Source: an optimization exercise on an open RTL-to-GDS flow (aim: small area, a short achievable clock period and few clock cycles). Production flows keep margins and buffers that such runs may drop. The RTL was checked by simulation tests, not by an equivalence proof against the original design. No driver is modelled on the clock port, so clocking that relies on it looks cheaper here than on a real chip. No activity file was given, so power comes from the tool's default toggle rates.

--- flow/run.sh ---
#!/bin/bash
# synth_recipe.tcl (not shown) runs the flow's synth.tcl, then flattens the netlist and writes it again
# the make line also repeats each setting of config.mk as NAME=value (left out here)
make -C /OpenROAD-flow-scripts/flow DESIGN_CONFIG=/design/flow/config.mk WORK_HOME=/design/flow/orfs CLKGATE_MAP_FILE= SYNTH_SCRIPT=/design/flow/synth_recipe.tcl finish
--- flow/design.v ---
`timescale 1ns / 1ps
module Top(
    input clk,
    input rst,
    output [8:0] imem_addr,
    input  [8:0] imem_data,
    output [17:0] dmem_addr,
    input  [8:0]  dmem_rdata,
    output        dmem_we,
    output [8:0]  dmem_wdata,
    output        done
);
localparam DS = 3;             
localparam DN = 18 / DS;       
localparam O_LDACR = 4'd0, O_LOAD = 4'd1, O_STORER = 4'd2, O_STACR = 4'd3,
           O_ADD = 4'd4, O_SUB = 4'd5, O_MUL = 4'd6, O_DIV = 4'd7,
           O_IMM = 4'd8, O_MULR = 4'd9, O_LDAC = 4'd10;
localparam C_NOP = 3'd0, C_INC = 3'd1, C_DEC = 3'd2, C_EXIT = 3'd3,
           C_JLSB = 3'd4, C_JNLSB = 3'd5, C_JNNEG = 3'd6, C_MULTI = 3'd7;
reg        rq;                 
reg [8:0]  pc, iw;
reg [1:0]  k;
reg [3:0]  op;
reg [17:0] ac, mar;
reg        c0, c17;            
reg        we, dn;
reg        ld;                 
reg        dvb;                
reg        mlb;                
reg [3:0]  cnt;
reg [17:0] r1, r2, r3, r4, r5, r6, r7, r8;
assign imem_addr  = pc;
assign dmem_addr  = mar;
assign dmem_we    = we;
assign dmem_wdata = ac[8:0];
assign done       = dn;
reg [2:0] c1;
reg [1:0] n1;
reg [3:0] mc;
always @* begin
    c1 = C_NOP; n1 = 2'd0; mc = O_LDACR;
    case (iw)
        9'd4:  begin c1 = C_MULTI; mc = O_LDAC;   end
        9'd11: begin c1 = C_MULTI; mc = O_LDACR;  end
        9'd18: begin c1 = C_MULTI; mc = O_LOAD;   end
        9'd22: begin c1 = C_MULTI; mc = O_STORER; end
        9'd25: begin c1 = C_MULTI; mc = O_STACR;  end
        9'd30: begin c1 = C_INC; n1 = 2'd1; end
        9'd32: begin c1 = C_INC; n1 = 2'd2; end
        9'd34: begin c1 = C_INC; n1 = 2'd3; end
        9'd36: begin c1 = C_DEC; n1 = 2'd1; end
        9'd38: begin c1 = C_DEC; n1 = 2'd2; end
        9'd40: begin c1 = C_DEC; n1 = 2'd3; end
        9'd42: begin c1 = C_MULTI; mc = O_ADD;  end
        9'd46: begin c1 = C_MULTI; mc = O_SUB;  end
        9'd50: begin c1 = C_MULTI; mc = O_MUL;  end
        9'd53: begin c1 = C_MULTI; mc = O_DIV;  end
        9'd56: begin c1 = C_MULTI; mc = O_IMM;  end
        9'd59: begin c1 = C_MULTI; mc = O_MULR; end
        9'd63: c1 = C_JLSB;
        9'd67: c1 = C_JNLSB;
        9'd71: c1 = C_JNNEG;
        9'd75: c1 = C_EXIT;
        default: c1 = C_NOP;
    endcase
end
reg [17:0] rd;
always @* begin
    case (iw[2:0])
        3'd0: rd = r8;
        3'd1: rd = r1;
        3'd2: rd = r2;
        3'd3: rd = r3;
        3'd4: rd = r4;
        3'd5: rd = r5;
        3'd6: rd = r6;
        default: rd = r7;
    endcase
end
wire busy  = ld | dvb;                     
wire k1x   = (k == 2'd1) && (c1 != C_MULTI);
wire needx = k1x || (k == 2'd2) || (k == 2'd3);
wire isj   = (k == 2'd1) && (c1 == C_JLSB || c1 == C_JNLSB || c1 == C_JNNEG);
wire jt    = (c1 == C_JLSB)  ? ~c0 :
             (c1 == C_JNLSB) ?  c0 : ~c17;
wire x1    = k1x && !busy;                        
wire x2    = (k == 2'd2) && !busy && !mlb;         
wire x3    = (k == 2'd3) && !busy;                 
wire ismul = (op == O_MUL) || (op == O_MULR);
wire        sub  = (k == 2'd1) ? (c1 == C_DEC) : (op == O_SUB);
wire [17:0] addb = (k == 2'd1) ? {16'd0, n1} : rd;
wire [17:0] sum  = ac + (sub ? ~addb : addb) + {17'd0, sub};
wire        mact  = (x2 && ismul) || mlb;
wire [17:0] msrc  = (op == O_MULR) ? rd : {9'd0, iw};
wire [17:0] msh   = msrc >> {cnt, 1'b0};
wire [1:0]  mg    = msh[1:0];
wire        mlast = (msh[17:2] == 16'd0);
wire [17:0] prod  = (mg[0] ? ac : 18'd0) + (mg[1] ? {ac[16:0], 1'b0} : 18'd0)
                  + (mlb ? mar : 18'd0);
wire        dfirst = x2 && (op == O_DIV);
wire [8:0]  dv     = dvb ? mar[8:0] : iw;
reg  [8:0]  drem;
reg  [17:0] dq;
reg  [9:0]  dt;
integer i;
always @* begin
    drem = dvb ? mar[17:9] : 9'd0;
    dq   = ac;
    for (i = 0; i < DS; i = i + 1) begin
        dt = {drem, dq[17]};
        if (dt >= {1'b0, dv}) begin
            drem = dt[8:0] - dv;
            dq   = {dq[16:0], 1'b1};
        end else begin
            drem = dt[8:0];
            dq   = {dq[16:0], 1'b0};
        end
    end
end
wire dlast = (cnt == DN - 1);
wire halt = (k == 2'd1) && (c1 == C_EXIT);
wire adv  = !(needx && busy) && !halt && !(mact && !mlast);
wire [17:0] rwd = ac & {18{~rq}};
wire        rwr = x2 && (op == O_STORER);
always @(posedge clk) begin
    if (rq || (rwr && iw[2:0] == 3'd1)) r1 <= rwd;
    if (rq || (rwr && iw[2:0] == 3'd2)) r2 <= rwd;
    if (rq || (rwr && iw[2:0] == 3'd3)) r3 <= rwd;
    if (rq || (rwr && iw[2:0] == 3'd4)) r4 <= rwd;
    if (rq || (rwr && iw[2:0] == 3'd5)) r5 <= rwd;
    if (rq || (rwr && iw[2:0] == 3'd6)) r6 <= rwd;
    if (rq || (rwr && iw[2:0] == 3'd7)) r7 <= rwd;
    if (rq || (rwr && iw[2:0] == 3'd0)) r8 <= rwd;
end
always @(posedge clk) begin
    rq <= rst;
    if (rq) begin
        pc <= 9'd0; k <= 2'd0;
        ac <= 18'd0; c0 <= 1'b0; c17 <= 1'b0;
        we <= 1'b0; dn <= 1'b0; ld <= 1'b0;
        dvb <= 1'b0; mlb <= 1'b0; cnt <= 4'd0;
    end else begin
        we <= 1'b0;
        ld <= 1'b0;
        if (adv) begin
            iw <= imem_data;
            if (isj) begin
                pc <= jt ? imem_data : pc + 9'd1;
                k  <= 2'd0;
            end else begin
                pc <= pc + 9'd1;
                if (k == 2'd1 && c1 == C_MULTI) begin
                    k  <= 2'd2;
                    op <= mc;
                end else if (k == 2'd2 && op == O_LDAC)
                    k <= 2'd3;
                else
                    k <= 2'd1;
            end
        end
        if (x1) begin
            if (c1 == C_INC || c1 == C_DEC) begin
                ac <= sum; c0 <= sum[0]; c17 <= sum[17];
            end
            if (c1 == C_EXIT) dn <= 1'b1;
        end
        if (x2) begin
            case (op)
                O_LOAD:   begin ac <= rd; c0 <= rd[0]; c17 <= rd[17]; end
                O_STORER: begin c0 <= ac[0]; c17 <= ac[17]; end
                O_ADD, O_SUB:
                          begin ac <= sum; c0 <= sum[0]; c17 <= sum[17]; end
                O_IMM:    begin ac <= {9'd0, iw}; c0 <= iw[0]; c17 <= 1'b0; end
                O_STACR:  begin mar <= rd; we <= 1'b1; c0 <= rd[0]; c17 <= rd[17]; end
                O_LDACR:  begin mar <= rd; ld <= 1'b1; end
                O_LDAC:   mar[8:0] <= iw;
                default: ;
            endcase
        end
        if (x3) begin
            mar[17:9] <= iw;
            ld <= 1'b1;
        end
        if (ld) begin
            ac <= {9'd0, dmem_rdata}; c0 <= dmem_rdata[0]; c17 <= 1'b0;
        end
        if (mact) begin
            if (mlast) begin
                ac <= prod; c0 <= prod[0]; c17 <= prod[17];
                mlb <= 1'b0; cnt <= 4'd0;
            end else begin
                mar <= prod;
                ac  <= {ac[15:0], 2'b00};
                mlb <= 1'b1; cnt <= cnt + 4'd1;
            end
        end
        if (dfirst || dvb) begin
            ac <= dq;
            if (dlast) begin
                c0 <= dq[0]; c17 <= dq[17];
                dvb <= 1'b0; cnt <= 4'd0;
            end else begin
                mar <= {drem, dv};
                dvb <= 1'b1; cnt <= cnt + 4'd1;
            end
        end
    end
end
endmodule
--- flow/config.mk ---
export PLATFORM = sky130hd
export DESIGN_NAME = Top
export DESIGN_NICKNAME = Top
export VERILOG_FILES = /design/flow/design.v
export SDC_FILE = /design/flow/constraint.sdc
export NUM_CORES = 4
export LEC_CHECK = 0
export CAP_MARGIN = 20
export CORE_MARGIN = 2
export CORE_UTILIZATION = 40
export SLEW_MARGIN = 20
--- flow/constraint.sdc ---
create_clock -name core_clock -period 74.0 [get_ports {clk}]
set_input_delay 14.8000 -clock core_clock [delete_from_list [all_inputs] [get_ports {clk}]]
set_output_delay 14.8000 -clock core_clock [all_outputs]
set_load 0.01 [all_outputs]
==> notes.md, run 1 <==
Initial antenna violation count: 2
Status: finished clean
Critical Path Max Stage Delay: 0.62 ns
Row cnt: 72
Crit. End Element: primary output
Antenna viol nets, final: 0
Core area: 38,650 sq um
Wirelength per Cell: 25.45 microns
Placed cell area: 16,740 sq um
Initial DRC Count: 1,544
Peak supply drop: 0.01976 mV
Minimum clock period: 16.56 ns
Multi-input combinational cell area: 8820 sq um
# setup viols final: 0
Diode count: 0
Drt drc: 0
Most common cell in the netlist: edfxtp_1
PortBufs: 57
Register area share after synthesis: 38.77%
DR vias/cell: 6.247
Worst min path class: flop to flop
Worst R2R Start: iw[0]
First-pass GRT wire length: 84,400 microns
Layout Nets: 1,781
Pwr dens: 17.40 nW/um^2
CTS buffer count: 25
Area grow syn2layout: 12.41%
Syn avg cell area: 9.469 sq um
Req. time, crit path: 59.20 ns
FF+latch area: 6077 sq um
Number of synthesized register bits: 216
Fin crit share: 22.38%
Worst-path fanout max: 8
Async SR Flop Fraction: 0%
Number of global-route vias before repair: 13,270
CTS H-tree lvls: 1
RePlAce Congestion: 0.9979
Final TNS setup: 0 ns
CTS tree: yes
Clock sinks: 216
Postcts setup bufs: 0
PnR Total Power: 306.5 uW
Via count: 13,830
Syn nets: 1,759
CP bufs+invs: 1
Crit-path cells: clkdlybuf4s50_1
Slowest cell on the critical path: clkdlybuf4s50_1
Post-DP HPWL: 39,900 microns
Yosys warning total: 1
Yosys top cell area share: 33.53%
Area contributors post-synth: edfxtp_1 34%, dfxtp_1 5.2%, ha_1 5.0%, mux2i_1 4.8%, nand2_1 4.0%
Max Clk Rate: 60.39 MHz
Max capacitance violation total: 0
Critical Path Start: ac[8]
Root Buffer: clkbuf_16
Largest net degree at the start of global routing: 43
Layout cell share with drive strength beyond 1: 10.38%
Primary FF master, synth: edfxtp_1
Headroom to the max-slew limit: 23.99%
GRT Total Usage: 27.18%
DIE WIDTH: 201.9 microns
CP delay by family, top: buffers and inverters
Post-synth cell types: 94
Critical path class: flop to primary output
Ports: 58
Slew Limit Fails: 0
Clk_lat worst skew: 0.57 ns
RSZ-0062 raised after global routing: false
Die span in y: 201.9 microns
Number of flops mapped to enable cells by yosys: 175
Least-Margin Pin Slew: 1.138 ns
Post-synthesis cell count: 1,655
CTS resizes: 0
Die ar.: 40,780 sq um
Leak pwr: 6.782 nW
DRT Wirelength: 56,350 microns
Arrival time worst endpoint: 1.76 ns
Startpoint types: flop
Post-Route Skew: 0.02277 ns
Leading area contributor after synthesis: edfxtp_1
CTS clock-pin slew for the worst setup and hold paths: 0.06 ns
Final hold viol count: 0
Fillers: 3,663
WHS: 0.4996 ns
Post-synthesis cell area: 15,670 sq um
CTS Buffer Depth: 3
Design area: 17,620 sq um
Hold Path Origin: dn
Hold buffer count at cts: 0
TritonRoute pass-1 iters: 5
GR Overflow Total: 0
Initial Util: 40.55%
Most frequent cells after synthesis: 175 x edfxtp_1, 165 x nand2_1, 127 x nor2_1, 103 x a21oi_1, 102 x o21ai_0
## path summary, 6_finish.rpt
| kind | slack [ns] | endpoint | cells past startpoint |
|---|---|---|---|
| setup / recovery | 57.44 | dmem_wdata[8] | 1 |
| setup reg to reg | 65.32 | mar[13] | 32 |
| hold / removal | 0.50 | dn | 2 |
| hold reg to reg | 0.50 | dn | 2 |
## layer usage
metal  vias up  part of all wire [%]  track usage [%]
met1      6744                    43            37.20
met5         -                 0.032                0
met3       151                   9.2            5.788
met2       716                    43            41.40
met4         2                   4.7            12.05
li1       6217                     -                -
## where the power goes
part	internal [mW]	switching [mW]	total (mW)	leakage (nW)
Clock	0.0759	0.0541	0.130	0.414
Combinational	0.0134	0.0255	0.0389	4.26
Sequential	0.135	0.00245	0.138	2.11
## cell type report
cell class | instances | share of cell area, %
clock buffers | 25 | 3.551
clock inverters | 21 | 1.257
inverters | 68 | 1.449
multi-input cells | 1258 | 50.07
flip-flops and latches | 216 | 34.50
well taps | 518 | 3.679
repair buffers | 108 | 5.498
## cells in the final DEF (no fill, tap or decap), types with 14 or more instances in the layout
master           instances
o22ai_1                 21
nor2b_1                 38
nor3_1                  33
xor2_1                  30
and2_1                  25
clkdlybuf4s50_1         57
edfxtp_1               175
dfxtp_1                 40
ha_1                    63
nand3_1                 27
nand2b_1                24
o21ai_0                 99
mux2i_1                 75
a221oi_1                18
nor2_1                 127
mux2_2                  30
nand2_1                165
a31oi_1                 14
a21oi_1                103
buf_4                   49
clkbuf_16               25
xnor2_1                 42
a211oi_1                35
fa_1                    21
a22oi_1                 14
a21o_1                  21
inv_1                   67
## sequential cells by signal, indices dropped and copies added (netlist names), 2 cells and up
| name | count |
|---|---|
| r1 | 18 |
| iw | 9 |
| r6 | 18 |
| r8 | 18 |
| cnt | 4 |
| pc | 9 |
| r5 | 18 |
| r2 | 18 |
| r4 | 18 |
| ac | 18 |
| r7 | 18 |
| k | 2 |
| mar | 18 |
| op | 4 |
| r3 | 18 |
## per-stage QoR
step                setup WS [ns]  util, %  std cells
detailed placement          57.76    43.30       2166
finish                      57.44    45.58       2214
global placement            57.83    43.30       2166
global route                57.43    45.58       2214
floorplan                   58.38        -       1655
CTS                         57.47    45.50       2212
## cell families (layout without fill, tap and decap cells)
group	Yosys count	after routing	synth area share, %
mux	106	106	7.090
flops	216	216	38.77
simple gates	525	525	16.38
fa+ha+maj	84	84	7.713
buf+inv	181	222	5.237
compound gates	470	470	20.64
xor+xnor	73	73	4.168
Testbench counts, summed over its fixed seeds: cycles 157,355.
==> run 2: changes to the inputs <==
--- a/flow/design.v
+++ b/flow/design.v
@@ -28,5 +28,5 @@
 reg        dvb;                
 reg        mlb;                
-reg [3:0]  cnt;
+reg [4:0]  cnt;
 reg [17:0] r1, r2, r3, r4, r5, r6, r7, r8;
 assign imem_addr  = pc;
@@ -88,14 +88,27 @@
 wire x3    = (k == 2'd3) && !busy;                 
 wire ismul = (op == O_MUL) || (op == O_MULR);
-wire        sub  = (k == 2'd1) ? (c1 == C_DEC) : (op == O_SUB);
-wire [17:0] addb = (k == 2'd1) ? {16'd0, n1} : rd;
-wire [17:0] sum  = ac + (sub ? ~addb : addb) + {17'd0, sub};
-wire        mact  = (x2 && ismul) || mlb;
-wire [17:0] msrc  = (op == O_MULR) ? rd : {9'd0, iw};
-wire [17:0] msh   = msrc >> {cnt, 1'b0};
-wire [1:0]  mg    = msh[1:0];
-wire        mlast = (msh[17:2] == 16'd0);
-wire [17:0] prod  = (mg[0] ? ac : 18'd0) + (mg[1] ? {ac[16:0], 1'b0} : 18'd0)
-                  + (mlb ? mar : 18'd0);
+wire        mfirst = x2 && ismul;
+wire        mact   = mfirst || mlb;
+wire [17:0] msrc   = (op == O_MULR) ? rd : {9'd0, iw};
+wire [17:0] msh    = msrc >> cnt;
+wire        mlast  = mlb ? (msh[17:1] == 17'd0) : (msrc[17:2] == 16'd0);
+wire        sub = (k == 2'd1) ? (c1 == C_DEC) : (op == O_SUB && !mlb);
+wire        xz  = mlb ? 1'b0 :
+                  (k == 2'd1) ? 1'b0 :
+                  (op == O_LOAD || op == O_IMM || op == O_STACR) ? 1'b1 :
+                  ismul ? ~msrc[0] : 1'b0;
+reg  [17:0] addy;
+always @* begin
+    if (mlb)                    addy = msh[0] ? mar : 18'd0;
+    else if (k == 2'd1)         addy = {16'd0, n1};
+    else case (op)
+        O_ADD, O_SUB, O_LOAD, O_STACR: addy = rd;
+        O_IMM:                  addy = {9'd0, iw};
+        O_MUL, O_MULR:          addy = msrc[1] ? {ac[16:0], 1'b0} : 18'd0;
+        default:                addy = 18'd0;         
+    endcase
+end
+wire [17:0] addx = xz ? 18'd0 : ac;
+wire [17:0] sum  = addx + (sub ? ~addy : addy) + {17'd0, sub};
 wire        dfirst = x2 && (op == O_DIV);
 wire [8:0]  dv     = dvb ? mar[8:0] : iw;
@@ -139,5 +152,5 @@
         ac <= 18'd0; c0 <= 1'b0; c17 <= 1'b0;
         we <= 1'b0; dn <= 1'b0; ld <= 1'b0;
-        dvb <= 1'b0; mlb <= 1'b0; cnt <= 4'd0;
+        dvb <= 1'b0; mlb <= 1'b0; cnt <= 5'd0;
     end else begin
         we <= 1'b0;
@@ -167,10 +180,8 @@
         if (x2) begin
             case (op)
-                O_LOAD:   begin ac <= rd; c0 <= rd[0]; c17 <= rd[17]; end
-                O_STORER: begin c0 <= ac[0]; c17 <= ac[17]; end
-                O_ADD, O_SUB:
+                O_LOAD, O_ADD, O_SUB, O_IMM, O_MUL, O_MULR:
                           begin ac <= sum; c0 <= sum[0]; c17 <= sum[17]; end
-                O_IMM:    begin ac <= {9'd0, iw}; c0 <= iw[0]; c17 <= 1'b0; end
-                O_STACR:  begin mar <= rd; we <= 1'b1; c0 <= rd[0]; c17 <= rd[17]; end
+                O_STORER: begin c0 <= sum[0]; c17 <= sum[17]; end
+                O_STACR:  begin mar <= rd; we <= 1'b1; c0 <= sum[0]; c17 <= sum[17]; end
                 O_LDACR:  begin mar <= rd; ld <= 1'b1; end
                 O_LDAC:   mar[8:0] <= iw;
@@ -185,12 +196,13 @@
             ac <= {9'd0, dmem_rdata}; c0 <= dmem_rdata[0]; c17 <= 1'b0;
         end
+        if (mlb) begin
+            ac <= sum; c0 <= sum[0]; c17 <= sum[17];
+        end
         if (mact) begin
             if (mlast) begin
-                ac <= prod; c0 <= prod[0]; c17 <= prod[17];
-                mlb <= 1'b0; cnt <= 4'd0;
+                mlb <= 1'b0; cnt <= 5'd0;
             end else begin
-                mar <= prod;
-                ac  <= {ac[15:0], 2'b00};
-                mlb <= 1'b1; cnt <= cnt + 4'd1;
+                mar <= mlb ? {mar[16:0], 1'b0} : {ac[15:0], 2'b00};
+                mlb <= 1'b1; cnt <= mlb ? cnt + 5'd1 : 5'd2;
             end
         end
@@ -199,8 +211,8 @@
             if (dlast) begin
                 c0 <= dq[0]; c17 <= dq[17];
-                dvb <= 1'b0; cnt <= 4'd0;
+                dvb <= 1'b0; cnt <= 5'd0;
             end else begin
                 mar <= {drem, dv};
-                dvb <= 1'b1; cnt <= cnt + 4'd1;
+                dvb <= 1'b1; cnt <= cnt + 5'd1;
             end
         end
==> flow/flow/run.sh (new file) <==
#!/bin/bash
# Standard layout, with stronger port buffers than the default choice.
set -euo pipefail
export BUFFER_PORTS_ARGS="-buffer_cell sky130_fd_sc_hd__buf_2"
bash standard.sh > standard.log 2>&1
==> flow/standard.sh (new file) <==
#!/bin/bash
# synth_recipe.tcl (not shown) runs the flow's synth.tcl, then flattens the netlist and writes it again
# the make line also repeats each setting of config.mk as NAME=value (left out here)
make -C /OpenROAD-flow-scripts/flow DESIGN_CONFIG=/design/flow/config.mk WORK_HOME=/design/flow/orfs CLKGATE_MAP_FILE= SYNTH_SCRIPT=/design/flow/synth_recipe.tcl "${@:-finish}"
removed: flow/run.sh
==> run 2 against run 1 <==
  * Clock-buffer cell count grew 3
  * Sequential share of layout area increased by 4.8 points
  * Utilization decreased by 0.60 points
  * Combinational power decreased by 25%
  * Clock power fell by 8%
  * Highest routed layer unchanged
  * Largest power group unchanged
  * Still clean
  * Global-route usage decreased by 2.6 points
  * Via count down 12%
  * Critical endpoint is now dmem_wdata[1]
  * Worst hold slack got worse by 0.019 ns
  * Non-clock buffer count shrank 11
==> notes.md, run 2 <==
Fillers: 3,374
Design area: 15,540 sq um
Leak pwr: 5.843 nW
DRT Wirelength: 45,240 microns
Layout cell share with drive strength beyond 1: 13.46%
Die span in y: 191.3 microns
Headroom to the max-slew limit: 26.03%
Status: finished clean
CP delay by family, top: flip-flops
Initial Util: 40.60%
Crit. End Element: primary output
Post-synthesis cell area: 14,030 sq um
CTS resizes: 0
Arrival time worst endpoint: 1.38 ns
Wirelength per Cell: 23.03 microns
Core area: 34,540 sq um
Post-synth cell types: 88
DIE WIDTH: 191.3 microns
Slowest cell on the critical path: dfxtp_1
CTS tree: yes
Leading cell type in the layout, fill and taps excluded: edfxtp_1
PnR Total Power: 285.4 uW
Async SR Flop Fraction: 0%
Via count: 12,130
Worst-path fanout max: 7
Postcts setup bufs: 0
Most frequent cells in the layout: 175 x edfxtp_1, 147 x nor2_1, 131 x a21oi_1
CP bufs+invs: 1
Worst min path class: flop to flop
DR vias/cell: 6.177
Post-synthesis cell count: 1,473
CTS Buffer Depth: 3
Clock sinks: 217
Leading area contributor after synthesis: edfxtp_1
Number of flops mapped to enable cells by yosys: 175
Root Buffer: clkbuf_16
Pre-CTS setup slack: 58.39 ns
RePlAce Congestion: 0.9190
Area grow syn2layout: 10.77%
Post-route setup slack: 57.82 ns
Area contributors post-synth: edfxtp_1 37%, dfxtp_1 6.0%, a21oi_1 4.7%, ha_1 4.1%, nor2_1 4.0%
Critical path class: flop to primary output
Final TNS setup: 0 ns
Max Clk Rate: 61.82 MHz
Drt drc: 0
Syn avg cell area: 9.522 sq um
Minimum clock period: 16.18 ns
Post-Route Skew: 0.02252 ns
RSZ-0062 raised after global routing: false
CTS buffer count: 25
Worst R2R Start: dvb
Ports: 58
Layout Nets: 1,559
GR Overflow Total: 0
Post-layout util: 44.98%
Yosys warning total: 1
First-pass GRT wire length: 68,930 microns
CTS H-tree lvls: 1
GRT Total Usage: 24.62%
Most frequent cells after synthesis: 175 x edfxtp_1, 149 x nor2_1, 131 x a21oi_1, 120 x nand2_1, 69 x o21ai_0
Row cnt: 68
Least-Margin Pin Slew: 1.106 ns
Most common cell in the netlist: edfxtp_1
Final hold viol count: 0
Number of synthesized register bits: 217
Critical Path Max Stage Delay: 0.60 ns
Pwr dens: 18.37 nW/um^2
CTS clock-pin slew for the worst setup and hold paths: 0.06 ns
Largest net degree at the start of global routing: 53
Non-filler cells, final: 1,964
Initial antenna violation count: 2
Req. time, crit path: 59.20 ns
Fin crit share: 21.86%
Die ar.: 36,580 sq um
Placed cell area: 14,750 sq um
Antenna viol nets, final: 0
PortBufs: 57
TritonRoute pass-1 iters: 6
Primary FF master, synth: edfxtp_1
Register area share after synthesis: 43.46%
Clk_lat worst skew: 0.55 ns
Inst Count DP: 1,917
Yosys top cell area share: 37.47%
WHS: 0.4809 ns
Initial DRC Count: 1,385
Post-DP HPWL: 31,190 microns
Hold Path Origin: dn
Syn nets: 1,543
Max capacitance violation total: 0
Number of global-route vias before repair: 11,470
Startpoint types: flop
# setup viols final: 0
Crit-path cells: buf_2
Hold buffer count at cts: 0
Critical Path Start: ac[1]
Peak supply drop: 0.01484 mV
Slew Limit Fails: 0
run 2: cell types whose count changed after synthesis, sizes merged, moves of 18 or more:
cell / delta
a21oi: +32
mux2i: -20
nand2: -45
inv: -35
nor2: +22
nor3: -18
run 2: final timing paths:
| path | depth (start not counted) | end | slack [ns] |
|---|---|---|---|
| max | 1 | dmem_wdata[1] | 57.82 |
| min | 2 | dn | 0.48 |
| max reg2reg | 35 | mar[9] | 65.10 |
| min reg2reg | 2 | dn | 0.48 |
run 2: final cells by class:
| class | instances | area [sq um] | share of cell area [%] |
|---|---|---|---|
| clock buffers | 28 | 636.9 | 4.099 |
| flip-flops and latches | 217 | 6098 | 39.25 |
| repair buffers | 97 | 585.6 | 3.769 |
| well taps | 455 | 569.3 | 3.664 |
| multi-input cells | 1115 | 7376 | 47.48 |
| inverters | 33 | 123.9 | 0.7973 |
| diodes | 1 | 2.502 | 0.01611 |
| clock inverters | 18 | 143.9 | 0.9261 |
run 2: cells by family after synthesis:
| kind of cell | synth area share [%] |
|---|---|
| multiplexers | 5.798 |
| buffers and inverters | 4.674 |
| adder cells (fa/ha/maj) | 4.674 |
| XOR/XNOR | 3.238 |
| AND/OR/NAND/NOR | 16.85 |
| flip-flops | 43.46 |
| AO/OA/AOI/OAI | 21.30 |
run 2: worst register-to-register path, delay by kind of cell, from the launching register on:
| family | cells | cell delay [ns] |
|---|---|---|
| AO/OA/AOI/OAI | 15 | 3.27 |
| AND/OR/NAND/NOR | 10 | 1.45 |
| adder cells (fa/ha/maj) | 4 | 1.35 |
| flip-flops | 1 | 1.03 |
| multiplexers | 3 | 1.00 |
| buffers and inverters | 3 | 0.56 |
run 2: layer usage:
layer / vias to the layer above / track usage [%] / wire (microns)
met3: 90 / 4.553 / 3809
met2: 556 / 37.59 / 19640
met5: - / 0 / 13
met4: 2 / 8.521 / 1593
met1: 5927 / 34.94 / 20180
li1: 5557 / - / -
run 2: where the power goes:
| part | internal, mW | total (mW) | switching [mW] |
|---|---|---|---|
| combinational | 0.00939 | 0.0290 | 0.0196 |
| clock | 0.0662 | 0.119 | 0.0526 |
| sequential | 0.136 | 0.138 | 0.00201 |
Testbench counts of run 2, summed over its fixed seeds: cycles 157,379.
==> run 3: changes to the inputs <==
==> flow/run.sh (new file) <==
#!/bin/bash
# synth_recipe.tcl (not shown) runs the flow's synth.tcl, then flattens the netlist and writes it again
# the make line also repeats each setting of config.mk as NAME=value (left out here)
make -C /OpenROAD-flow-scripts/flow DESIGN_CONFIG=/design/flow/config.mk WORK_HOME=/design/flow/orfs CLKGATE_MAP_FILE= SYNTH_SCRIPT=/design/flow/synth_recipe.tcl finish
removed: flow/flow/run.sh
removed: flow/standard.sh
==> run 3 against run 2 <==
  * Still clean
  * Clock skew grew 0.0076 ns
  * Cell area grew 2.3%
  * Fmax shrank 2.7%
  * Clock-buffer cell count grew 10
  * First-iteration DRC count shrank 7.4%
  * Register-to-register slack gained 0.33 ns
  * Synthesized cell count is the same
  * Utilization grew 1.0 points
  * Global-route usage is essentially flat
  * Sequential share of layout area shrank 0.88 points
  * Synthesized area is the same
  * Setup slack lost 0.45 ns
  * Critical endpoint is now dmem_wdata[8]
  * Largest cell class unchanged
  * Largest power group unchanged
  * Highest routed layer is now met4
==> notes.md, run 3 <==
Async SR Flop Fraction: 0%
Most common cell in the netlist: edfxtp_1
PnR Total Power: 296.4 uW
Die span in y: 191.3 microns
RSZ-0062 raised after global routing: false
Yosys warning total: 1
First-pass GRT wire length: 68,860 microns
Primary FF master, synth: edfxtp_1
TritonRoute pass-1 iters: 6
Critical Path Max Stage Delay: 0.66 ns
Placed cell area: 15,040 sq um
Worst-path fanout max: 7
Syn nets: 1,543
Layout cell share with drive strength beyond 1: 9.416%
Drt drc: 0
Inst Count DP: 1,917
Hold buffer count at cts: 0
Leak pwr: 5.836 nW
Max Clk Rate: 60.14 MHz
Row cnt: 68
Req. time, crit path: 59.20 ns
Peak supply drop: 0.01562 mV
Layout Nets: 1,559
Syn avg cell area: 9.522 sq um
GRT Total Usage: 24.65%
Met1 Usage GRT: 33.66%
Area contributors post-synth: edfxtp_1 37%, dfxtp_1 6.0%, a21oi_1 4.7%, ha_1 4.1%, nor2_1 4.0%
Startpoint types: flop
CTS tree: yes
DIE WIDTH: 191.3 microns
Post-Route Skew: 0.03013 ns
Post-synthesis cell count: 1,473
Slowest cell on the critical path: clkdlybuf4s50_1
Initial antenna violation count: 0
Area grow syn2layout: 13.34%
Non-filler cells, final: 1,964
Final hold viol count: 0
Number of flops mapped to enable cells by yosys: 175
RePlAce Congestion: 0.9029
Register area share after synthesis: 43.46%
CP delay by family, top: buffers and inverters
Post-layout util: 46.02%
Global routing met3 resource utilization: 5.085%
Post-DP HPWL: 31,020 microns
Die ar.: 36,580 sq um
# setup viols final: 0
Clk_lat worst skew: 0.56 ns
Core area: 34,540 sq um
CTS resizes: 0
Crit-path cells: clkdlybuf4s50_1
Max capacitance violation total: 0
Postcts setup bufs: 0
Post-synthesis cell area: 14,030 sq um
CTS clock-pin slew for the worst setup and hold paths: 0.06 ns
Arrival time worst endpoint: 1.83 ns
Initial Util: 40.60%
CP bufs+invs: 1
DR vias/cell: 6.078
Global route hottest layer: met2
Headroom to the max-slew limit: 22.15%
Final TNS setup: 0 ns
Pwr dens: 18.65 nW/um^2
Worst min path class: flop to flop
CTS H-tree lvls: 1
Clock sinks: 217
Post-synth cell types: 88
Crit. End Element: primary output
Slew Limit Fails: 0
Via count: 11,940
Critical path class: flop to primary output
Yosys top cell area share: 37.47%
Status: finished clean
Antenna viol nets, final: 0
Leading area contributor after synthesis: edfxtp_1
Most frequent cells in the layout: 175 x edfxtp_1, 147 x nor2_1, 131 x a21oi_1
Post-route setup slack: 57.37 ns
Number of synthesized register bits: 217
PortBufs: 57
GRT met2 Usage: 38.34%
GR Overflow Total: 0
Root Buffer: clkbuf_16
CTS Buffer Depth: 3
Largest net degree at the start of global routing: 53
DRT Wirelength: 45,120 microns
Most frequent cells after synthesis: 175 x edfxtp_1, 149 x nor2_1, 131 x a21oi_1, 120 x nand2_1, 69 x o21ai_0
Least-Margin Pin Slew: 1.164 ns
Design area: 15,900 sq um
CTS buffer count: 25
Pre-CTS setup slack: 57.99 ns
Number of global-route vias before repair: 11,450
Leading cell type in the layout, fill and taps excluded: edfxtp_1
WHS: 0.4854 ns
Ports: 58
Fin crit share: 22.47%
Initial DRC Count: 1,282
Wirelength per Cell: 22.97 microns
Minimum clock period: 16.63 ns
## run 3: cell count changes in the layout (fill, tap and decap cells not counted), moves of 3 or more
cell	before	now
clkinv_2	7	2
buf_2	57	0
clkbuf_1	3	10
clkdlybuf4s50_1	0	57
clkinvlp_4	4	1
## run 3: power breakdown
part | internal, mW | total, mW | switching, mW
combinational | 0.0106 | 0.0299 | 0.0193
sequential | 0.136 | 0.138 | 0.00221
clock | 0.0775 | 0.129 | 0.0513
## run 3: per-layer routing
| metal | share of wire [%] | up-vias |
|---|---|---|
| met5 | 0 | - |
| met4 | 3.8 | 0 |
| met3 | 9.1 | 94 |
| met2 | 44 | 557 |
| met1 | 43 | 5738 |
| li1 | - | 5549 |
## run 3: cell type report
class,count,area [sq um]
inverter,33,123.9
clock inverter,8,131.4
antenna,1,2.502
fill,3344,18650
sequential,217,6100
clock buffer,38,715.7
multi-input combinational,1115,7376
timing repair buffer,97,878.3
tap,455,569.3
## run 3: kinds of logic (layout without fill, tap and decap cells)
group,count (synthesis),count (layout),synth area share (%)
other,0,1,0
AND/OR/NAND/NOR,486,486,16.85
flip-flops,217,217,43.46
XOR/XNOR,51,51,3.238
buffers and inverters,141,176,4.674
adder cells (fa/ha/maj),50,50,4.674
AO/OA/AOI/OAI,450,450,21.30
multiplexers,78,78,5.798
## run 3: worst paths after layout
check,start,end,slack [ns],cells past startpoint
worst max register to register,iw[0],mar[9],65.43,35
worst min-delay path,dn,dn,0.49,2
worst max-delay path,ac[8],dmem_wdata[8],57.37,1
worst min register to register,dn,dn,0.49,2
==> run 4: changes to the inputs <==
==> flow/flow/run.sh (new file) <==
#!/bin/bash
# The standard layout (the standard.sh) with three changes:
#  - the port buffers are buf_2 cells,
#  - after CTS, outputs.tcl makes the registers that drive output ports faster
#    (larger drive strength, internal loads moved behind a buffer),
#  - the clock tree uses larger sink clusters (fewer levels).
set -euo pipefail
here=$(pwd)
export BUFFER_PORTS_ARGS="-buffer_cell sky130_fd_sc_hd__buf_2"
export POST_CTS_TCL="$here/flow/outputs.tcl"
bash standard.sh > standard.log 2>&1
==> flow/flow/outputs.tcl (new file) <==
# Registers that drive output ports: upsize them where the cell has a larger
# drive strength, and move their internal loads behind a buffer so that each
# register only drives its output buffer and that one buffer.
set block [ord::get_db_block]
set n_sized 0
set n_buf 0
foreach bterm [$block getBTerms] {
  if {[$bterm getIoType] != "OUTPUT"} { continue }
  set pnet [$bterm getNet]
  set obuf ""
  foreach it [$pnet getITerms] {
    if {[$it isOutputSignal]} { set obuf [$it getInst] }
  }
  if {$obuf == ""} { continue }
  set in_it [$obuf findITerm A]
  set net [$in_it getNet]
  set drv ""
  foreach it [$net getITerms] {
    if {[$it isOutputSignal]} { set drv [$it getInst] }
  }
  if {$drv == ""} { continue }
  set m [[$drv getMaster] getName]
  if {![string match "*df*" $m]} { continue }
  if {$m == "sky130_fd_sc_hd__dfxtp_1" || $m == "sky130_fd_sc_hd__dfxtp_2"} {
    replace_cell [$drv getName] sky130_fd_sc_hd__dfxtp_4
    incr n_sized
  }
  set loads {}
  foreach it [$net getITerms] {
    if {[$it isInputSignal] && [$it getInst] != $obuf} {
      lappend loads [get_pins "[[$it getInst] getName]/[[$it getMTerm] getName]"]
    }
  }
  if {[llength $loads] >= 2} {
    insert_buffer -buffer_cell sky130_fd_sc_hd__buf_2 -net [get_nets [$net getName]] -load_pins $loads
    incr n_buf
  }
}
puts "outputs.tcl: $n_sized registers upsized, $n_buf buffers inserted"
detailed_placement
check_placement -verbose
==> flow/standard.sh (new file) <==
#!/bin/bash
# synth_recipe.tcl (not shown) runs the flow's synth.tcl, then flattens the netlist and writes it again
# the make line also repeats each setting of config.mk as NAME=value (left out here)
make -C /OpenROAD-flow-scripts/flow DESIGN_CONFIG=/design/flow/config.mk WORK_HOME=/design/flow/orfs CLKGATE_MAP_FILE= SYNTH_SCRIPT=/design/flow/synth_recipe.tcl "${@:-finish}"
removed: flow/run.sh
==> run 4 against run 3 <==
  * Global-route usage up 0.50 points
  * Sequential cell count unchanged
  * Critical endpoint is now dmem_wdata[7]
  * Synthesized area did not move
  * Critical path depth rose by 1
  * Final cell count increased by 1.8%
  * Cell area decreased by 0.73%
  * Utilization decreased by 0.34 points
==> notes.md, run 4 <==
Status: finished clean
Layout cell share with drive strength beyond 1: 16.60%
Final hold viol count: 0
TritonRoute pass-1 iters: 8
Fin crit share: 21.61%
CTS tree: yes
Placed cell area: 14,750 sq um
Row cnt: 68
Most common cell in the netlist: edfxtp_1
Die ar.: 36,580 sq um
Syn nets: 1,543
Worst-path fanout max: 7
Clk_lat worst skew: 0.55 ns
CTS clock-pin slew for the worst setup and hold paths: 0.05 ns
Area grow syn2layout: 12.51%
Clock sinks: 217
Max capacitance violation total: 0
Initial DRC Count: 1,449
Crit. End Element: primary output
Die span in y: 191.3 microns
PnR Total Power: 285.6 uW
Leading cell type in the layout, fill and taps excluded: edfxtp_1
Wirelength per Cell: 23.04 microns
DR vias/cell: 6.147
Most frequent cells in the layout: 175 x edfxtp_1, 147 x nor2_1, 131 x a21oi_1
Syn avg cell area: 9.522 sq um
DIE WIDTH: 191.3 microns
Pwr dens: 18.10 nW/um^2
Critical Path Start: ac[7]
Most frequent cells after synthesis: 175 x edfxtp_1, 149 x nor2_1, 131 x a21oi_1, 120 x nand2_1, 69 x o21ai_0
Largest net degree at the start of global routing: 53
Arrival time worst endpoint: 1.19 ns
DRT Wirelength: 46,060 microns
Post-DP HPWL: 31,190 microns
RSZ-0062 raised after global routing: false
Primary FF master, synth: edfxtp_1
RePlAce Congestion: 0.9190
Ports: 58
Worst R2R Start: dvb
Async SR Flop Fraction: 0%
Number of global-route vias before repair: 11,700
Final TNS setup: 0 ns
Initial Util: 40.60%
Minimum clock period: 15.99 ns
Hold Path Origin: dn
Critical path class: flop to primary output
Post-synthesis cell area: 14,030 sq um
Worst min path class: flop to flop
Post-layout util: 45.68%
Post-Route Skew: 0.02136 ns
Fillers: 3,370
# setup viols final: 0
Yosys top cell area share: 37.47%
Req. time, crit path: 59.20 ns
First-pass GRT wire length: 70,300 microns
GRT Total Usage: 25.15%
Startpoint types: flop
Least-Margin Pin Slew: 1.095 ns
Layout Nets: 1,593
Leak pwr: 6.017 nW
Area contributors post-synth: edfxtp_1 37%, dfxtp_1 6.0%, a21oi_1 4.7%, ha_1 4.1%, nor2_1 4.0%
Max Clk Rate: 62.52 MHz
PortBufs: 57
Design area: 15,780 sq um
Post-synth cell types: 88
Peak supply drop: 0.01480 mV
Initial antenna violation count: 3
GR Overflow Total: 0
Post-synthesis cell count: 1,473
Headroom to the max-slew limit: 26.78%
Slew Limit Fails: 0
Number of synthesized register bits: 217
Yosys warning total: 1
Core area: 34,540 sq um
Antenna viol nets, final: 0
Leading area contributor after synthesis: edfxtp_1
Register area share after synthesis: 43.46%
Number of flops mapped to enable cells by yosys: 175
Via count: 12,290
Drt drc: 0
-- run 4: cell counts after synthesis --
Identical to the previous run, type by type.
-- run 4: critical path: stages (launching register included) --
cell and delay [ns]:
dfxtp_1 0.30, buf_4 0.19, buf_2 0.16
-- run 4: logic make-up after synthesis --
| kind of cell | after synthesis | share of synthesized area [%] |
|---|---|---|
| fa+ha+maj | 50 | 4.674 |
| xor+xnor | 51 | 3.238 |
| buf+inv | 141 | 4.674 |
| simple gates | 486 | 16.85 |
| mux | 78 | 5.798 |
| compound gates | 450 | 21.30 |
| flops | 217 | 43.46 |
-- run 4: routing by layer --
metal / part of all wire (%) / GRT usage, % / vias to the layer above
li1: - / - / 5627
met1: 44 / 35.11 / 5949
met2: 43 / 37.93 / 617
met3: 9.4 / 5.324 / 92
met4: 3.9 / 10.06 / 2
met5: 0.028 / 0 / -
-- run 4: path summary, 6_finish.rpt --
path                            depth (start not counted)  slack (ns)       endpoint
worst min register to register                          2        0.48             dn
worst min-delay path                                    2        0.48             dn
worst max register to register                         34       65.09        mar[14]
worst max-delay path                                    2       58.01  dmem_wdata[7]
-- run 4: power by group --
group	internal (mW)	total, mW	switching, mW
Combinational	0.00990	0.0304	0.0205
Clock	0.0662	0.119	0.0527
Sequential	0.135	0.136	0.00139
Total	0.211	0.286	0.0745
-- run 4: through the flow --
| stage | setup WS, ns | cells | hold slack [ns] |
|---|---|---|---|
| after detailed placement | 58.39 | 1917 | 0.4617 |
| after global placement | 58.42 | 1917 | 0.4574 |
| after floorplan | 58.63 | 1473 | 0.4848 |
| final | 58.01 | 1999 | 0.4758 |
| after global routing | 57.97 | 1997 | 0.5325 |
-- run 4: final cells by class --
cell class                 count  area, sq um  share of cell area (%)
tap                          455        569.3                   3.608
inverter                      33        123.9                  0.7850
multi-input combinational   1115         7376                   46.74
antenna                        2        5.005                 0.03172
timing repair buffer         131        755.7                   4.789
sequential                   217         6170                   39.10
clock inverter                18        143.9                  0.9118
==> run 5: changes to the inputs <==
==> flow/flow/run.sh (replaced) <==
#!/bin/bash
# The standard layout (standard.sh) with these changes:
#  - synthesis: flow/synth.tcl, the standard synthesis script with ABC mapping
#    the combinational logic for area (flow/abc_area.script),
#  - the port buffers are buf_2 cells,
#  - after CTS, flow/outputs.tcl makes the registers that drive output ports
#    faster (larger drive strength, internal loads moved behind a buffer).
# The make output goes to flow.log; ORFS keeps each step's log in orfs/logs.
set -euo pipefail
here=$(pwd)
export MY_ABC_SCRIPT="$here/flow/abc_area.script"
export BUFFER_PORTS_ARGS="-buffer_cell sky130_fd_sc_hd__buf_2"
export POST_CTS_TCL="$here/flow/outputs.tcl"
sed "s#SYNTH_SCRIPT=[^ ]*#SYNTH_SCRIPT=$here/flow/synth.tcl#" standard.sh > own.sh
bash own.sh > flow.log 2>&1
==> flow/flow/abc_area.script (new file) <==
strash
&get -n
&fraig -x
&put
dc2
strash
&get -n
&dch -f
&nf -a -R 1000
&put
topo
==> flow/flow/synth.tcl (new file) <==
# synth_recipe.tcl (the standard synthesis) with one change: ABC maps the
# combinational logic with an area-oriented script (MY_ABC_SCRIPT) in place of
# ORFS's delay-oriented one.  Registers are mapped before ABC runs, as in the
# standard synthesis, so they keep their names and cell types.
proc synth {args} { yosys synth -nofsm -noshare {*}$args }
proc abc {args} {
  set i [lsearch -exact $args -script]
  if {$i >= 0} { lset args [expr {$i + 1}] $::env(MY_ABC_SCRIPT) }
  yosys abc {*}$args
}
source $::env(SCRIPTS_DIR)/synth.tcl
# left out here: clear keep_hierarchy, flatten, clean up, hide names made inside functions, write 1_2_yosys.v
==> run 5 against run 4 <==
  * Critical endpoint is now dmem_addr[4]
  * Sequential share of layout area is 3.3 points higher
  * Utilization rose by 1.8 points
  * Setup slack improved by 0.031 ns
==> notes.md, run 5 <==
CTS clock-pin slew for the worst setup and hold paths: 0.07 ns
TritonRoute pass-1 iters: 6
Yosys warning total: 1
Critical Path Max Stage Delay: 0.44 ns
Worst min path class: flop to flop
GRT Total Usage: 25.58%
Most frequent cells in the layout: 175 x edfxtp_1, 160 x nand2_1, 120 x o21ai_0
Primary FF master, synth: edfxtp_1
Syn nets: 1,325
CP delay by family, top: flip-flops
Critical path class: flop to primary output
Leading cell type in the layout, fill and taps excluded: edfxtp_1
RSZ-0062 raised after global routing: false
DRT Wirelength: 42,640 microns
Largest family of logic cells by synthesized area: compound AO/OA/AOI/OAI gates
Diode count: 0
Least-Margin Pin Slew: 1.097 ns
Fin crit share: 21.57%
Pwr dens: 19.42 nW/um^2
Via count: 11,190
Design area: 14,550 sq um
Startpoint types: flop
Post-layout util: 47.45%
GR Overflow Total: 0
First-pass GRT wire length: 64,820 microns
Headroom to the max-slew limit: 26.72%
Slowest cell on the critical path: edfxtp_1
NetSw: 70.35 uW
Register area share after synthesis: 48.85%
Post-synthesis cell count: 1,255
Sw Ratio: 24.90%
Arrival time worst endpoint: 1.16 ns
Yosys top cell area share: 42.11%
CP bufs+invs: 1
DIE WIDTH: 180.6 microns
Adder-cell area share of the yosys netlist: 5.254%
Peak supply drop: 0.01751 mV
CTS tree: yes
Async SR Flop Fraction: 0%
Crit-path cells: buf_2
Drt drc: 0
RePlAce Congestion: 0.9603
Crit. End Element: primary output
Number of synthesized register bits: 217
Clock Power Share: 43.1%
Post-DP HPWL: 28,350 microns
Post-Synth Simple-Gate Area: 16.43%
Most frequent cells after synthesis: 175 x edfxtp_1, 161 x nand2_1, 121 x o21ai_0, 104 x a21oi_1, 103 x nor2_1
Initial antenna violation count: 0
Synth Area in Compound Gates: 21.84%
Wirelength per Cell: 23.59 microns
Leading area contributor after synthesis: edfxtp_1
Slew Limit Fails: 0
Minimum clock period: 15.96 ns
Pre-CTS setup slack: 58.37 ns
Antenna viol nets, final: 0
Reg power frac: 48.7%
Die span in y: 180.6 microns
Core area: 30,670 sq um
Worst-path fanout max: 2
Layout cell share with drive strength beyond 1: 13.39%
Area contributors post-synth: edfxtp_1 42%, dfxtp_1 6.7%, o21ai_0 4.9%, nand2_1 4.8%, ha_1 4.6%
Comb power frac: 8.1%
Largest net degree at the start of global routing: 44
Number of global-route vias before repair: 10,750
Row cnt: 64
Post-synth cell types: 55
Placed cell area: 13,450 sq um
Syn avg cell area: 9.943 sq um
Max capacitance violation total: 0
Clk_lat worst skew: 0.55 ns
Clock sinks: 217
Most common cell in the netlist: edfxtp_1
Post-route setup slack: 58.04 ns
DR vias/cell: 6.190
Post-Route Skew: 0.01539 ns
Layout Nets: 1,464
Req. time, crit path: 59.20 ns
Ports: 58
Area grow syn2layout: 16.62%
Pint: 212.2 uW
WHS: 0.4790 ns
Post-synthesis cell area: 12,480 sq um
Synth Area in XOR/XNOR: 4.071%
Initial Util: 40.69%
# setup viols final: 0
Leak pwr: 5.665 nW
Initial DRC Count: 1,352
Final hold viol count: 0
PortBufs: 57
Final TNS setup: 0 ns
Status: finished clean
Die ar.: 32,620 sq um
Number of flops mapped to enable cells by yosys: 175
Multiplexer share of the synthesized area: 2.316%
Max Clk Rate: 62.64 MHz
[run 5: cell count changes in the layout (fill, tap and decap cells not counted), moves of 14 or more]
cell / before / now
mux2_2: 14 / 0
o21ai_0: 65 / 120
o21ai_1: 17 / 1
nor2_1: 147 / 103
clkinv_1: 4 / 24
nand2_1: 120 / 160
o221ai_1: 15 / 1
inv_1: 29 / 0
nand3_1: 34 / 52
a222oi_1: 3 / 23
a21oi_1: 131 / 104
mux2i_1: 55 / 21
and2_0: 0 / 22
[run 5: final timing paths]
kind / startpoint / to / slack [ns] / depth (start not counted)
setup / recovery: mar[4] / dmem_addr[4] / 58.04 / 1
hold / removal: dn / dn / 0.48 / 2
setup reg to reg: dvb / mar[16] / 64.87 / 36
hold reg to reg: dn / dn / 0.48 / 2
[run 5: cell families (layout without fill, tap and decap cells)]
logic type | count (synthesis) | count (layout)
simple gates | 444 | 444
compound gates | 426 | 426
flops | 217 | 217
xor+xnor | 58 | 58
fa+ha+maj | 50 | 50
buf+inv | 32 | 189
mux | 28 | 28
[run 5: area by class of cell]
cell class                 instances  area [sq um]
sequential                       217          6171
multi-input combinational       1006          6292
clock inverter                    11         153.9
timing repair buffer             122         698.2
tap                              396         495.5
fill                            2911         16120
inverter                          23         86.33
[run 5: power by group through the flow]
| stage | logic, mW | clock network (mW) | registers [mW] |
|---|---|---|---|
| after floorplan | 0.0119 | 0 | 0.140 |
| after global placement | 0.0211 | 0 | 0.141 |
| after detailed placement | 0.0213 | 0 | 0.141 |
| after global routing | 0.0249 | 0.127 | 0.138 |
| final | 0.0230 | 0.122 | 0.138 |
[run 5: layer usage]
| layer | GRT usage (%) | up-vias | part of all wire (%) |
|---|---|---|---|
| met1 | 34.38 | 5418 | 41 |
| li1 | - | 5154 | - |
| met4 | 8.968 | 0 | 3.3 |
| met5 | 0 | - | 0 |
| met2 | 42.90 | 527 | 48 |
| met3 | 2.789 | 93 | 7.8 |
[run 5: per-stage QoR]
step	cells	total power, mW
after floorplan	1255	0.1524
after global placement	1726	0.1623
after detailed placement	1726	0.1626
after global routing	1808	0.2903
final	1808	0.2826
==> run 6: changes to the inputs <==
==> flow/flow/run.sh (replaced) <==
#!/bin/bash
# The standard layout (standard.sh) with these changes:
#  - synthesis: flow/synth.tcl, the standard synthesis script with ABC mapping
#    the combinational logic for area (flow/abc_area.script); adders are left
#    to ABC (no full/half adder cell mapping, no Kogge-Stone carry trees),
#  - the port buffers are buf_2 cells,
#  - after CTS, flow/outputs.tcl makes the registers that drive output ports
#    faster (larger drive strength, or internal loads moved behind a buffer),
#  - optional clock tree settings from flow/cts.env.
# The make output goes to flow.log; ORFS keeps each step's log in orfs/logs.
set -euo pipefail
here=$(pwd)
export MY_ABC_SCRIPT="$here/flow/abc_area.script"
export ADDER_MAP_FILE=
export SYNTH_OPERATIONS_ARGS="-nofsm"
export BUFFER_PORTS_ARGS="-buffer_cell sky130_fd_sc_hd__buf_2"
export POST_CTS_TCL="$here/flow/outputs.tcl"
if [[ -f flow/cts.env ]]; then source flow/cts.env; fi
sed "s#SYNTH_SCRIPT=[^ ]*#SYNTH_SCRIPT=$here/flow/synth.tcl#" standard.sh > own.sh
bash own.sh > flow.log 2>&1
--- a/flow/flow/outputs.tcl
+++ b/flow/flow/outputs.tcl
@@ -1,5 +1,5 @@
 # Registers that drive output ports: upsize them where the cell has a larger
-# drive strength, and move their internal loads behind a buffer so that each
-# register only drives its output buffer and that one buffer.
+# drive strength; otherwise move their internal loads behind a buffer so that
+# the register only drives its output buffer and that one buffer.
 set block [ord::get_db_block]
 set n_sized 0
@@ -25,4 +25,5 @@
     replace_cell [$drv getName] sky130_fd_sc_hd__dfxtp_4
     incr n_sized
+    continue
   }
   set loads {}
==> run 6 against run 5 <==
  * Fmax increased by 0.21%
  * Clock power increased by 3%
  * Global-route usage decreased by 0.062 points
  * Synthesized cell count increased by 0.32%
  * Synthesized area decreased by 3.0%
  * Register-to-register slack got worse by 0.94 ns
  * Combinational power increased by 13%
  * Worst hold slack improved by 0.014 ns
  * Total power increased by 2.5%
  * Utilization increased by 0.12 points
  * Setup slack improved by 0.034 ns
  * Via count decreased by 2.0%
==> notes.md, run 6 <==
Final TNS setup: 0 ns
Critical Path Max Stage Delay: 0.42 ns
Syn avg cell area: 9.609 sq um
Post-route setup slack: 58.07 ns
Final hold viol count: 0
Most frequent cells in the layout: 175 x edfxtp_1, 171 x nand2_1, 133 x nor2_1
Pwr dens: 20.49 nW/um^2
Syn nets: 1,279
Initial DRC Count: 1,388
RSZ-0062 raised after global routing: false
Slowest cell on the critical path: edfxtp_1
Crit-path cells: buf_2
Placed cell area: 13,130 sq um
Initial Util: 40.71%
CTS tree: yes
Primary FF master, synth: edfxtp_1
CP bufs+invs: 1
Core area: 29,720 sq um
Hold Path Stages: 2
Number of global-route vias before repair: 9,826
Largest net degree at the start of global routing: 51
Ports: 58
TritonRoute pass-1 iters: 6
First-pass GRT wire length: 60,710 microns
PnR Total Power: 289.7 uW
Peak supply drop: 0.02812 mV
DIE WIDTH: 177.9 microns
Leak pwr: 5.046 nW
Antenna viol nets, final: 0
Drt drc: 0
Die span in y: 177.9 microns
Register area share after synthesis: 50.39%
Post-Route Skew: 0.01246 ns
Startpoint types: flop
Wirelength per Cell: 22.63 microns
Slew Limit Fails: 0
Yosys top cell area share: 43.44%
Metal3 WL: 3610 microns
PortBufs: 57
WP depth: 1
Layout Nets: 1,410
Design area: 14,140 sq um
Number of flops mapped to enable cells by yosys: 175
Area grow syn2layout: 16.85%
CTS clock-pin slew for the worst setup and hold paths: 0.06 ns
Status: finished clean
RePlAce Congestion: 0.9397
Crit. End Element: primary output
GRT Total Usage: 25.51%
Most common cell in the netlist: edfxtp_1
Top layer in use: met4
DRT Wirelength: 40,700 microns
Layout cell share with drive strength beyond 1: 13.00%
Headroom to the max-slew limit: 28.84%
Clock sinks: 217
GR Overflow Total: 0
Row cnt: 63
Async SR Flop Fraction: 0%
Leading area contributor after synthesis: edfxtp_1
Arrival time worst endpoint: 1.13 ns
Most frequent cells after synthesis: 175 x edfxtp_1, 171 x nand2_1, 134 x nor2_1, 122 x o21ai_0, 101 x a21oi_1
Post-synthesis cell area: 12,100 sq um
Minimum clock period: 15.93 ns
WHS: 0.4931 ns
Met2 routed WL: 18,370 microns
Worst reg-to-reg path cell count: 44
Worst min path class: flop to flop
Least-Margin Pin Slew: 1.065 ns
Max capacitance violation total: 0
Area contributors post-synth: edfxtp_1 43%, dfxtp_1 7.0%, nand2_1 5.3%, o21ai_0 5.0%, a21oi_1 4.2%
Leading cell type in the layout, fill and taps excluded: edfxtp_1
Req. time, crit path: 59.20 ns
Post-synth cell types: 53
Max Clk Rate: 62.78 MHz
Critical path class: flop to primary output
DR vias/cell: 6.098
Met1 WL: 17,190 microns
Worst-path fanout max: 2
Clk_lat worst skew: 0.55 ns
Post-DP HPWL: 27,720 microns
CP delay by family, top: flip-flops
Yosys warning total: 1
Fin crit share: 21.53%
Die ar.: 31,650 sq um
Pre-CTS setup slack: 58.52 ns
# setup viols final: 0
Initial antenna violation count: 0
Post-synthesis cell count: 1,259
Via count: 10,970
Diode count: 0
Number of synthesized register bits: 217
-- run 6: worst reg2reg max path, delay by kind of cell (launching register included) --
| kind | cells | cell delay [ns] |
|---|---|---|
| muxes | 1 | 0.58 |
| xor gates and xnor gates | 2 | 0.26 |
| and+or+nand+nor | 14 | 2.28 |
| adders and majority gates | 7 | 2.77 |
| DFF | 1 | 0.38 |
| buffers and inverters | 3 | 0.76 |
| AOI/OAI and AO/OA | 17 | 2.71 |
-- run 6: stage by stage --
step           cells  util, %
5_1_grt         1798    47.57
3_5_place_dp    1736    44.19
2_1_floorplan   1259        -
6_report        1798    47.57
3_3_place_gp    1736    44.19
-- run 6: metal layers --
metal	up-vias	track usage [%]
li1	5089	-
met2	555	39.42
met5	-	0
met1	5226	36.21
met3	95	3.963
met4	0	9.255
-- run 6: cell families after synthesis --
family,after synthesis,synth area share (%)
buf+inv,36,1.396
mux,24,1.996
flops,217,50.39
simple gates,465,17.08
fa+ha+maj,11,0.9102
xor+xnor,85,6.154
compound gates,421,22.08
-- run 6: path summary, 6_finish.rpt --
path | startpoint | slack [ns] | end
setup / recovery | mar[9] | 58.07 | dmem_addr[9]
hold reg to reg | dn | 0.49 | dn
hold / removal | dn | 0.49 | dn
setup reg to reg | dvb | 63.93 | mar[9]
-- run 6: where the power goes --
part	total, mW	internal (mW)	switching [mW]
combinational	0.0261	0.00844	0.0176
sequential	0.138	0.135	0.00238
clock	0.126	0.0733	0.0526
total	0.290	0.217	0.0726
-- run 6: cell type report --
class                      count  area, sq um
fill                        2832        15580
sequential                   217         6171
multi-input combinational   1006         5872
timing repair buffer         114        668.1
tap                          390        488.0
clock inverter                16        198.9
inverter                      27        101.3
==> run 7: changes to the inputs <==
==> flow/flow/cts.env (new file) <==
export CTS_CLUSTER_SIZE=26
export CTS_CLUSTER_DIAMETER=100
==> run 7 against run 6 <==
  * Still clean on timing, DRC and antenna
  * Total power down 17%
  * Critical path type unchanged
  * Setup slack better by 0.0076 ns
  * Worst hold slack better by 0.0046 ns
  * Largest power group unchanged
  * Synthesized cell count unchanged
  * Routed wire length down 0.55%
  * Sequential cell count unchanged
  * Sequential share of layout area up 1.4 points
  * Highest routed layer unchanged
  * Critical path depth unchanged
  * Clock skew up 0.026 ns
  * Cell area down 3.2%
==> notes.md, run 7 <==
Status: finished clean
Worst reg-to-reg path cell count: 44
Number of global-route vias before repair: 9,693
Drt drc: 0
PortBufs: 57
Largest net degree at the start of global routing: 51
TritonRoute pass-1 iters: 6
Primary FF master, synth: edfxtp_1
Syn nets: 1,279
First-pass GRT wire length: 60,510 microns
Fin crit share: 21.52%
Leak pwr: 4.828 nW
Peak supply drop: 0.01944 mV
FF+latch area: 6171 sq um
# setup viols final: 0
CTS tree: yes
Diode count: 0
Register area share after synthesis: 50.39%
Req. time, crit path: 59.20 ns
Worst min path class: flop to flop
Ports: 58
Post-DP HPWL: 27,720 microns
Post-route setup slack: 58.08 ns
Row cnt: 63
Clk_lat worst skew: 0.52 ns
Hold Path Stages: 2
Arrival time worst endpoint: 1.12 ns
Async SR Flop Fraction: 0%
Die ar.: 31,650 sq um
Slew Limit Fails: 0
Post-synth cell types: 53
Die span in y: 177.9 microns
CP delay by family, top: flip-flops
Via count: 10,940
Wirelength per Cell: 22.84 microns
WHS: 0.4977 ns
Number of flops mapped to enable cells by yosys: 175
Clock Power Share: 32.3%
Clock sinks: 217
Minimum clock period: 15.92 ns
Worst-path fanout max: 2
Yosys warning total: 1
Final TNS setup: 0 ns
DR vias/cell: 6.176
Multi-input combinational cell area: 5872 sq um
CP bufs+invs: 1
Fillers: 2,886
Reg power frac: 56.9%
Pwr dens: 17.66 nW/um^2
Placed cell area: 13,130 sq um
Startpoint types: flop
Initial antenna violation count: 0
R2r endpoint: mar[9]
Most common cell in the netlist: edfxtp_1
Crit. End Element: primary output
Leading cell type in the layout, fill and taps excluded: edfxtp_1
Sw Ratio: 26.67%
Critical Path Start: mar[15]
Crit-path cells: buf_2
Design area: 13,690 sq um
Crit path to: dmem_addr[15]
Leading area contributor after synthesis: edfxtp_1
Initial Util: 40.71%
DRT Wirelength: 40,470 microns
Area grow syn2layout: 13.13%
Slowest cell on the critical path: edfxtp_1
Worst R2R Start: dvb
Critical Path Max Stage Delay: 0.44 ns
Max Clk Rate: 62.81 MHz
Final hold viol count: 0
Most frequent cells in the layout: 175 x edfxtp_1, 171 x nand2_1, 133 x nor2_1
Initial DRC Count: 1,379
Headroom to the max-slew limit: 29.15%
Post-synthesis cell count: 1,259
Layout cell share with drive strength beyond 1: 11.72%
Number of synthesized register bits: 217
Least-Margin Pin Slew: 1.060 ns
Critical path class: flop to primary output
Antenna viol nets, final: 0
Top layer in use: met4
RSZ-0062 raised after global routing: false
Met1 WL: 17,600 microns
Syn avg cell area: 9.609 sq um
DIE WIDTH: 177.9 microns
Max capacitance violation total: 0
NetSw: 64.45 uW
Area contributors post-synth: edfxtp_1 43%, dfxtp_1 7.0%, nand2_1 5.3%, o21ai_0 5.0%, a21oi_1 4.2%
Post-Route Skew: 0.03892 ns
Most frequent cells after synthesis: 175 x edfxtp_1, 171 x nand2_1, 134 x nor2_1, 122 x o21ai_0, 101 x a21oi_1
Core area: 29,720 sq um
PnR Total Power: 241.7 uW
Met2 routed WL: 18,160 microns
Pint: 177.2 uW
WP depth: 1
Metal3 WL: 3241 microns
Pre-CTS setup slack: 58.52 ns
Comb power frac: 10.8%
CTS clock-pin slew for the worst setup and hold paths: 0.11 ns
GRT Total Usage: 25.34%
Post-synthesis cell area: 12,100 sq um
Yosys top cell area share: 43.44%
Reg2Reg Setup Slack: 63.97 ns
RePlAce Congestion: 0.9397
GR Overflow Total: 0
Layout Nets: 1,399
==> run 7: cell types whose count changed in the layout (fill, tap and decap cells not counted), sizes merged <==
cell      change
clkinvlp      -1
clkbuf       -15
bufinv        -3
inv           -2
clkinv        -5
==> run 7: worst min-delay path, delay by kind of cell, from the launching register on <==
family          cells  cell delay (ns)
compound gates      1             0.04
flops               1             0.36
simple gates        1             0.07
==> run 7: power groups by stage <==
stage	combinational, mW	sequential, mW	clock, mW
final	0.0260	0.138	0.0781
after global routing	0.0280	0.138	0.0825
after detailed placement	0.0248	0.141	0
after global placement	0.0248	0.141	0
after floorplan	0.0142	0.141	0
==> run 7: stage by stage <==
step	cells	util, %
2_1_floorplan	1259	-
3_3_place_gp	1736	44.19
3_5_place_dp	1736	44.19
5_1_grt	1772	46.06
6_report	1772	46.06
==> run 7: layout make-up <==
type,count,share of cell area [%]
multi-input combinational,1006,42.90
inverter,27,0.7405
tap,390,3.565
timing repair buffer,114,4.882
clock inverter,5,0.4479
sequential,217,45.09
==> run 7: logic make-up after synthesis <==
| kind of cell | Yosys count | share of synthesized area [%] |
|---|---|---|
| XOR/XNOR | 85 | 6.154 |
| AO/OA/AOI/OAI | 421 | 22.08 |
| AND/OR/NAND/NOR | 465 | 17.08 |
| adder cells (fa/ha/maj) | 11 | 0.9102 |
| flip-flops | 217 | 50.39 |
| multiplexers | 24 | 1.996 |
| buffers and inverters | 36 | 1.396 |
==> run 7: how the worst min path moves through the flow <==
stage,from,end,slack [ns]
after floorplan,k[0],k[0],0.47
after global placement,dn,dn,0.47
after detailed placement,dn,dn,0.48
after global routing,dn,dn,0.53
final,dn,dn,0.50
==> run 7: layer usage <==
metal | GRT usage (%) | vias up
met5 | 0 | -
met4 | 8.811 | 0
met3 | 3.085 | 87
met2 | 39.03 | 527
met1 | 36.76 | 5280
li1 | - | 5050
==> run 8: changes to the inputs <==
==> flow/flow/cts.env (replaced) <==
export CTS_ARGS="-sink_clustering_enable -repair_clock_nets -sink_clustering_size 26 -sink_clustering_max_diameter 100 -dont_use_dummy_load"
==> run 8 against run 7 <==
  * Still clean on timing, DRC and antenna
  * Critical path depth is the same
  * First-iteration DRC count grew 8.8%
  * Fmax is essentially flat
  * Routed wire length is essentially flat
  * Via count shrank 0.37%
  * Combinational power is essentially flat
  * Critical path type unchanged
  * Critical endpoint unchanged
  * Largest power group unchanged
  * Highest routed layer unchanged
==> notes.md, run 8 <==
Syn avg cell area: 9.609 sq um
Leak pwr: 4.802 nW
Critical path class: flop to primary output
Headroom to the max-slew limit: 27.43%
PnR Total Power: 235.2 uW
CTS tree: yes
Fillers: 2,892
Clock sinks: 217
Worst min path class: flop to flop
Pwr dens: 17.26 nW/um^2
Leading cell type in the layout, fill and taps excluded: edfxtp_1
DR vias/cell: 6.170
Post-synthesis cell area: 12,100 sq um
Area contributors post-synth: edfxtp_1 43%, dfxtp_1 7.0%, nand2_1 5.3%, o21ai_0 5.0%, a21oi_1 4.2%
Arrival time worst endpoint: 1.11 ns
Slew Limit Fails: 0
CTS clock-pin slew for the worst setup and hold paths: 0.11 ns
TritonRoute pass-1 iters: 6
Metal3 WL: 3359 microns
Largest net degree at the start of global routing: 51
Core area: 29,720 sq um
Max Clk Rate: 62.84 MHz
Initial antenna violation count: 0
Max capacitance violation total: 0
DRT Wirelength: 40,480 microns
Most frequent cells in the layout: 175 x edfxtp_1, 171 x nand2_1, 133 x nor2_1
Layout Nets: 1,399
Startpoint types: flop
Post-Route Skew: 0.07669 ns
Row cnt: 63
Layout cell share with drive strength beyond 1: 11.40%
Async SR Flop Fraction: 0%
# setup viols final: 0
Leading area contributor after synthesis: edfxtp_1
Slowest cell on the critical path: edfxtp_1
GRT Total Usage: 25.32%
DIE WIDTH: 177.9 microns
Syn nets: 1,279
Peak supply drop: 0.01947 mV
Met2 routed WL: 18,100 microns
Critical Path Max Stage Delay: 0.44 ns
Final hold viol count: 0
Wirelength per Cell: 22.91 microns
Most frequent cells after synthesis: 175 x edfxtp_1, 171 x nand2_1, 134 x nor2_1, 122 x o21ai_0, 101 x a21oi_1
Post-layout util: 45.85%
Post-synthesis cell count: 1,259
RePlAce Congestion: 0.9397
Initial DRC Count: 1,501
RSZ-0062 raised after global routing: false
CP delay by family, top: flip-flops
Post-DP HPWL: 27,720 microns
Least-Margin Pin Slew: 1.086 ns
Die ar.: 31,650 sq um
Number of flops mapped to enable cells by yosys: 175
Worst-path fanout max: 2
Final TNS setup: 0 ns
Clk_lat worst skew: 0.51 ns
First-pass GRT wire length: 60,490 microns
Primary FF master, synth: edfxtp_1
Diode count: 0
Initial Util: 40.71%
Die span in y: 177.9 microns
CP bufs+invs: 1
Status: finished clean
Number of synthesized register bits: 217
Met1 WL: 17,510 microns
Yosys warning total: 1
Crit-path cells: buf_2
Crit. End Element: primary output
Yosys top cell area share: 43.44%
GR Overflow Total: 0
Area grow syn2layout: 12.63%
Number of global-route vias before repair: 9,712
Via count: 10,900
Req. time, crit path: 59.20 ns
Most common cell in the netlist: edfxtp_1
Drt drc: 0
Minimum clock period: 15.91 ns
Top layer in use: met4
PortBufs: 57
Ports: 58
Register area share after synthesis: 50.39%
Antenna viol nets, final: 0
Fin crit share: 21.50%
Post-synth cell types: 53
==> run 8: cell counts after synthesis <==
No cell type changed its count.
==> run 8: worst min-delay path, stage by stage (launching register included) <==
cell and delay [ns]:
dfxtp_4 0.36, a31oi_1 0.04, nor2_1 0.07
==> run 8: path summary, 6_finish.rpt <==
check	start	endpoint	slack, ns	cells past startpoint
setup / recovery	mar[15]	dmem_addr[15]	58.09	1
hold / removal	dn	dn	0.49	2
setup reg to reg	iw[0]	mar[9]	63.96	43
hold reg to reg	dn	dn	0.49	2
==> run 8: final cells by class <==
class                           count  area [sq um]  area share (%)
Timing Repair Buffer              114         668.1           4.904
Sequential cell                   217          6171           45.29
Inverter                           27         101.3          0.7438
Tap cell                          390         488.0           3.581
Multi-Input combinational cell   1006          5872           43.09
==> run 8: power breakdown <==
group	internal (mW)	switching [mW]	total (mW)
clock network	0.0316	0.0400	0.0716
registers	0.135	0.00239	0.138
logic	0.00844	0.0176	0.0261
total	0.175	0.0600	0.235
==> run 8: kinds of logic (layout without fill, tap and decap cells) <==
kind of cell / after synthesis / after routing / synth area share (%)
AO/OA/AOI/OAI: 421 / 421 / 22.08
XOR/XNOR: 85 / 85 / 6.154
adder cells (fa/ha/maj): 11 / 11 / 0.9102
buffers and inverters: 36 / 154 / 1.396
flip-flops: 217 / 217 / 50.39
multiplexers: 24 / 24 / 1.996
AND/OR/NAND/NOR: 465 / 465 / 17.08
==> run 8: layer usage <==
layer  track usage [%]  vias up
li1                  -     5044
met1             36.63     5249
met2             39.28      526
met3             3.042       84
met4             8.607        0
met5                 0        -
==> run 8: through the flow <==
stage	cells	cell area (sq um)	worst slack, ns	hold slack [ns]
2_1_floorplan	1259	12100	58.68	0.4659
6_report	1767	13630	58.09	0.4947
5_1_grt	1767	13630	58.05	0.5279
3_5_place_dp	1736	13130	58.52	0.4848
3_3_place_gp	1736	13130	58.50	0.4731
